This is an optimization exercise on Yosys and OpenROAD, whose aim is small area, a short achievable clock period and few clock cycles per item, not a production implementation. Only simulation tests tie the RTL to the original design; equivalence was not proved. Power and IR drop assume default switching activity.

yarrow:
==> flow/design.v <==
module alu_multi_cycle #(
    parameter OPERAND_BUS_WIDTH = 8,
    parameter OPERAND_MAX_DATA_WIDTH = 32,
    parameter RESULT_BUS_WIDTH = 16,
    parameter RESULT_MAX_DATA_WIDTH = 64
) (
    input   wire                            clk,
    input   wire                            rst,  
    input   wire                            operand_valid,
    input   wire [2:0]                      op,
    input   wire [OPERAND_BUS_WIDTH-1:0]    a,
    input   wire [OPERAND_BUS_WIDTH-1:0]    b,
    input   wire                            operand_last,
    output  reg                             ready,
    output  reg                             result_valid,
    output  reg  [RESULT_BUS_WIDTH-1:0]     result,
    output  reg                             result_last,
    output  reg                             result_rst
);
    reg [31:0] opa;       
    reg [31:0] opb;       
    reg        cy;        
    reg [2:0]  opc;       
    reg [1:0]  nb;        
    reg        s_recv;    
    reg        s_full;    
    reg        m_busy;    
    reg [2:0]  didx;      
    reg [1:0]  d_one, d_two, d_neg;    
    reg        d_top;     
    reg [63:0] o;         
    reg [1:0]  corr;      
    wire flush = !rst || (operand_valid && op == 3'b111);
    always @(*) result = o[15:0];
    wire is_mul  = (opc == 3'b100);
    wire o_free  = !m_busy && (!result_valid || result_last);
    wire xfer    = s_full && o_free;
    wire step    = m_busy || (xfer && is_mul);
    wire m_done  = (didx == 3'd0);
    wire accept  = operand_valid && ready;
    wire first   = !s_recv;
    wire lastb   = operand_last || !first && nb == 2'd3;
    wire [23:0] ohi  = o[63:40];
    wire [23:0] ofix = corr[1] ? ohi - 24'd1 : (corr[0] ? ohi + 24'd1 : ohi);
    wire o_hi0   = ({ofix, o[39:32]} == 32'd0);
    wire [2:0] cur_op = first ? op : opc;
    wire       cin    = !first && cy;
    wire [9:0] bsum_x = {1'b0, a, 1'b1} + {1'b0, b, cin};
    wire [8:0] bsum   = bsum_x[9:1];
    reg  [7:0] rbyte;
    reg        rcarry;
    always @(*) begin
        rcarry = 1'b0;
        case (cur_op)
            3'b001: {rcarry, rbyte} = bsum;
            3'b010: rbyte = a & b;
            3'b011: rbyte = a ^ b;
            3'b100: rbyte = a;
            default: rbyte = 8'd0;
        endcase
    end
    function automatic [6:0] benc(input [4:0] x);    
        integer m;
        reg b2, b1, b0;
        begin
            benc = 7'd0;
            for (m = 0; m < 2; m = m + 1) begin
                b2 = x[2*m+2]; b1 = x[2*m+1]; b0 = x[2*m];
                benc[m]   = b1 ^ b0;
                benc[2+m] = (b2 & !b1 & !b0) | (!b2 & b1 & b0);
                benc[4+m] = b2 & !(b1 & b0);
            end
            benc[6] = x[4];
        end
    endfunction
    wire [2:0] nd_idx = didx - 3'd1;
    wire [4:0] nd_x   = {opa[{nd_idx, 2'b00} +: 4], (nd_idx == 3'd0) ? 1'b0 : opa[{nd_idx, 2'b00} - 1]};
    wire [4:0] fd_x   = {a[7:4], a[3]};
    function automatic [41:0] add42(input [41:0] x, input [41:0] y);
        reg [41:0] g, p, g0, p0;
        integer i, l, j;
        begin
            g0 = x & y;
            p0 = x ^ y;
            g = g0;
            p = p0;
            for (l = 0; l < 6; l = l + 1) begin
                for (i = 41; i >= 0; i = i - 1) begin
                    if ((i >> l) & 1) begin
                        j = ((i >> l) << l) - 1;
                        g[i] = g[i] | (p[i] & g[j]);
                        p[i] = p[i] & p[j];
                    end
                end
            end
            add42[0] = p0[0];
            for (i = 1; i < 42; i = i + 1) add42[i] = p0[i] ^ g[i-1];
        end
    endfunction
    wire [32:0] pp0 = (({33{d_one[0]}} & {1'b0, opb}) | ({33{d_two[0]}} & {opb, 1'b0})) ^ {33{d_neg[0]}};
    wire [32:0] pp1 = (({33{d_one[1]}} & {1'b0, opb}) | ({33{d_two[1]}} & {opb, 1'b0})) ^ {33{d_neg[1]}};
    wire [41:0] row0 = {6'b111111, !d_neg[0], d_neg[0], d_neg[0], pp0};
    wire [41:0] row1 = {6'd0, !d_neg[1], pp1, 2'b00};
    wire [39:0] accl = {o[35:16], o[15:0] & {16{m_busy}}, 4'd0} | {4'd0, opb & {32{d_top}}, 4'd0};
    wire [41:0] arow = {2'd0, accl[39:4], 1'b0, d_neg[1], 1'b0, d_neg[0]};
    wire [41:0] c1s  = row0 ^ row1 ^ arow;
    wire [41:0] c1c  = ((row0 & row1) | (row0 & arow) | (row1 & arow)) << 1;
    wire [41:0] lsum = add42(c1s, c1c);
    wire [23:0] acch = {ofix[19:0], o[39:36]};
    wire [63:0] macc = {acch, lsum[39:0]};
    always @(posedge clk) begin
        if (step)
            o <= macc;
        else if (xfer)
            o <= {31'd0, cy && nb == 2'd0, opa[31:25], opa[24] | (cy && nb == 2'd3),
                  opa[23:17], opa[16] | (cy && nb == 2'd2), opa[15:9], opa[8] | (cy && nb == 2'd1), opa[7:0]};
        else if (result_rst)
            o <= 64'd0;      
        else
            o <= {16'd0, ofix, o[39:16]};
        if (flush || !step)
            corr <= 2'b00;
        else
            corr <= lsum[41:40];
    end
    always @(posedge clk) begin
        if (accept) begin
            cy <= rcarry;
            if (first) begin
                opa <= {24'd0, rbyte};
                opb <= {24'd0, b};
            end else begin
                case (nb)
                    2'd1: begin opa[15:8]  <= rbyte; opb[15:8]  <= b; end
                    2'd2: begin opa[23:16] <= rbyte; opb[23:16] <= b; end
                    default: begin opa[31:24] <= rbyte; opb[31:24] <= b; end
                endcase
            end
        end
    end
    reg        s_recv_n, s_full_n, m_busy_n, rv_n, rl_n;
    reg [2:0]  didx_n, opc_n;
    reg [1:0]  nb_n;
    reg [6:0]  dsel_n;
    always @(*) begin
        s_recv_n = s_recv;
        s_full_n = s_full;
        m_busy_n = m_busy;
        didx_n   = didx;
        opc_n    = opc;
        nb_n     = nb;
        dsel_n   = {d_top, d_neg, d_two, d_one};
        if (result_valid && !result_last) begin
            rv_n = 1'b1;
            rl_n = o_hi0;
        end else begin
            rv_n = 1'b0;
            rl_n = 1'b0;
        end
        if (step) begin
            didx_n   = nd_idx;
            dsel_n   = benc(nd_x) & 7'b0111111;
            m_busy_n = !m_done;
            if (m_done) begin
                s_full_n = 1'b0;
                rv_n     = 1'b1;
                rl_n     = 1'b0;
            end
        end else if (xfer) begin
            s_full_n = 1'b0;
            rv_n     = 1'b1;
            rl_n     = 1'b0;
        end
        if (accept) begin
            if (first) begin
                opc_n = op;
                nb_n  = 2'd1;
                if (op != 3'b000) begin
                    if (operand_last) s_full_n = 1'b1;
                    else              s_recv_n = 1'b1;
                end
            end else begin
                nb_n = nb + 2'd1;
                if (lastb) begin
                    s_recv_n = 1'b0;
                    s_full_n = 1'b1;
                end
            end
            if (lastb) begin
                didx_n = {nb, 1'b1} & {first ? 2'b00 : 2'b11, 1'b1};
                dsel_n = benc(fd_x);
            end
        end
        if (flush) begin
            s_recv_n = 1'b0;
            s_full_n = 1'b0;
            m_busy_n = 1'b0;
            rv_n     = 1'b0;
            rl_n     = 1'b0;
        end
    end
    reg rv_k, rl_k;
    always @(*) begin
        if (step && m_done || xfer && !is_mul) begin
            rv_k = 1'b1;
            rl_k = 1'b0;
        end else if (result_valid && !result_last) begin
            rv_k = 1'b1;
            rl_k = o_hi0;
        end else begin
            rv_k = 1'b0;
            rl_k = 1'b0;
        end
    end
    wire mb_k     = step ? !m_done : m_busy;
    wire mdone_k  = step && !m_done && didx == 3'd1;
    wire o_free_k = !mb_k && (!rv_k || rl_k);
    wire s_keep   = s_full && !(xfer && !is_mul) && !(step && m_done);
    wire comp     = accept && (first ? (op != 3'b000 && operand_last) : lastb);
    wire newmul   = (cur_op == 3'b100);
    wire ready_n  = flush || (comp ? (!newmul && o_free_k) || mdone_k
                                   : !s_keep || (!is_mul && o_free_k) || mdone_k);
    always @(posedge clk) begin
        s_recv       <= s_recv_n;
        s_full       <= s_full_n;
        m_busy       <= m_busy_n;
        didx         <= didx_n;
        opc          <= opc_n;
        nb           <= nb_n;
        {d_top, d_neg, d_two, d_one} <= dsel_n;
        result_valid <= rv_n;
        result_last  <= rl_n;
        ready        <= ready_n;
        result_rst   <= flush;
    end
endmodule
Settings: LEC_CHECK=0, CAP_MARGIN=20, CORE_MARGIN=2, CORE_UTILIZATION=40, CTS_BUF_LIST=sky130_fd_sc_hd__clkbuf_4 sky130_fd_sc_hd__clkbuf_8, SLEW_MARGIN=20, SETUP_SLACK_MARGIN=6.25, BUFFER_PORTS_ARGS=-buffer_cell sky130_fd_sc_hd__buf_2; clock period 10.0 ns.
standard.sh (not shown) runs the stock make flow with config.mk's settings and CLKGATE_MAP_FILE= SYNTH_SCRIPT=/design/flow/synth_recipe.tcl, a recipe that flattens the netlist after the stock synthesis.
==> flow/flow/run.sh <==
#!/bin/bash
set -e
echo "export SETUP_SLACK_MARGIN = 6.25" >> config.mk
echo "export BUFFER_PORTS_ARGS = -buffer_cell sky130_fd_sc_hd__buf_2" >> config.mk
bash standard.sh > standard.log 2>&1
yarrow reached the final stage; the timing, DRC and antenna checks on its layout passed.
Testbench counts of yarrow, summed over its fixed seeds: cycles 31,033, items 8,000.
Modified inputs, juniper compared to yarrow
==> flow/flow/run.sh <==
#!/bin/bash
set -e
echo "export SETUP_SLACK_MARGIN = 6.0" >> config.mk
echo "export BUFFER_PORTS_ARGS = -buffer_cell sky130_fd_sc_hd__buf_2" >> config.mk
bash standard.sh > standard.log 2>&1
diff --git a/flow/config.mk b/flow/config.mk
--- a/flow/config.mk
+++ b/flow/config.mk
@@ -12,3 +12,3 @@
 export SLEW_MARGIN = 20
-export SETUP_SLACK_MARGIN = 6.25
+export SETUP_SLACK_MARGIN = 6.0
 export BUFFER_PORTS_ARGS = -buffer_cell sky130_fd_sc_hd__buf_2
### Flow results
- | final critical-path setup slack | juniper vs yarrow | 0.10 ns lower |
- Diff juniper..yarrow | well-tap cell count | unchanged
- Power drawn by the sequential cells was lower in the run labelled juniper.
- Going from yarrow to juniper, worst hold slack went up by 0.0064 ns; fraction of standard cell area that is sequential saw an increase; non-clock buffer count has decreased.
- Growth of design area from synthesis to finish came out lower on juniper than on yarrow.
- Kind of critical path = in2reg: yarrow; kind of critical path = reg2reg: juniper
- The proportion of cell area occupied by multi-input gates number comes out lower for yarrow vs juniper.
- Going from yarrow to juniper, first-pass GRT wire length fell 1600 um, data required time at the worst endpoint fell 0.02 ns.
What garnet does differently from juniper at the input level:
==> flow/flow/run.sh <==
#!/bin/bash
set -e
echo "export SETUP_SLACK_MARGIN = 5.75" >> config.mk
echo "export BUFFER_PORTS_ARGS = -buffer_cell sky130_fd_sc_hd__buf_2" >> config.mk
bash standard.sh > standard.log 2>&1
diff --git a/flow/config.mk b/flow/config.mk
--- a/flow/config.mk
+++ b/flow/config.mk
@@ -12,3 +12,3 @@
 export SLEW_MARGIN = 20
-export SETUP_SLACK_MARGIN = 6.0
+export SETUP_SLACK_MARGIN = 5.75
 export BUFFER_PORTS_ARGS = -buffer_cell sky130_fd_sc_hd__buf_2
Results
Re final-layout clock buffer total: juniper was lower than garnet.
Hold slack: garnet better than juniper
Cmp garnet vs juniper: global-route usage lower in garnet
garnet ends up with lower internal power than juniper does.
~same simple-gate share of the synthesized area in garnet and juniper
Modified inputs, fjord compared to garnet
==> flow/flow/run.sh <==
#!/bin/bash
set -e
echo "export SETUP_SLACK_MARGIN = 6.1" >> config.mk
echo "export BUFFER_PORTS_ARGS = -buffer_cell sky130_fd_sc_hd__buf_2" >> config.mk
bash standard.sh > standard.log 2>&1
diff --git a/flow/config.mk b/flow/config.mk
--- a/flow/config.mk
+++ b/flow/config.mk
@@ -12,3 +12,3 @@
 export SLEW_MARGIN = 20
-export SETUP_SLACK_MARGIN = 5.75
+export SETUP_SLACK_MARGIN = 6.1
 export BUFFER_PORTS_ARGS = -buffer_cell sky130_fd_sc_hd__buf_2
Notes after the runs:
Delta (fjord minus garnet): clock-buffer cell count shrank by 1, setup slack after layout increased by 0.18 ns relative to the old numbers, number of nets at the end of the flow +2.3%, power rose by about 9%.
In the flow results for garnet and fjord, the via count of the first global-routing pass is smaller on garnet.
fjord — total global-route track usage 0.86 points higher, garnet as reference
| via count | higher: fjord |
Area: fjord vs garnet -> fjord larger
The higher clock skew of garnet and fjord is in garnet.
Changes observed in fjord relative to garnet: layout-stage area growth over the synthesis result went up; design internal power went up.

[afterwards: timing with drivers on the ports]
The results above use ideal ports. As a check the final layouts listed here were re-extracted and re-timed, cells and wires unchanged. Step 1 sets driving cells, clkbuf_16 on the clock port and buf_2 on the other inputs (assumed; they add their load-dependent delay and slew). Step 2 adds t to the input delays and takes it off the output delays; t is the mean of the earliest and latest rising clock arrival at the registers after step 1. Input paths then give back, and output paths get back, about the clock's delay inside the block. Three values: ideal, step 1, step 2; two values: the first two.
run	shift t [ns]	slack for setup (ns)	hold WS [ns]	worst setup path after step 2	latest minus earliest clock arrival (ns)
yarrow	0.504	6.173 / 6.168 / 5.663	0.488 / 0.488 / 0.488	input to register	0.028 / 0.027
juniper	0.504	6.071 / 6.071 / 5.661	0.494 / 0.494 / 0.494	input to register	0.021 / 0.021
garnet	0.510	5.920 / 5.920 / 5.481	0.521 / 0.521 / 0.521	input to register	0.029 / 0.030
fjord	0.512	6.100 / 6.100 / 5.733	0.481 / 0.481 / 0.481	input to register	0.022 / 0.022
After both steps setup and hold are still met in every run listed. The setup slack of yarrow, which loses most, moves by -0.005 ns with the drivers and by -0.510 ns with both steps.
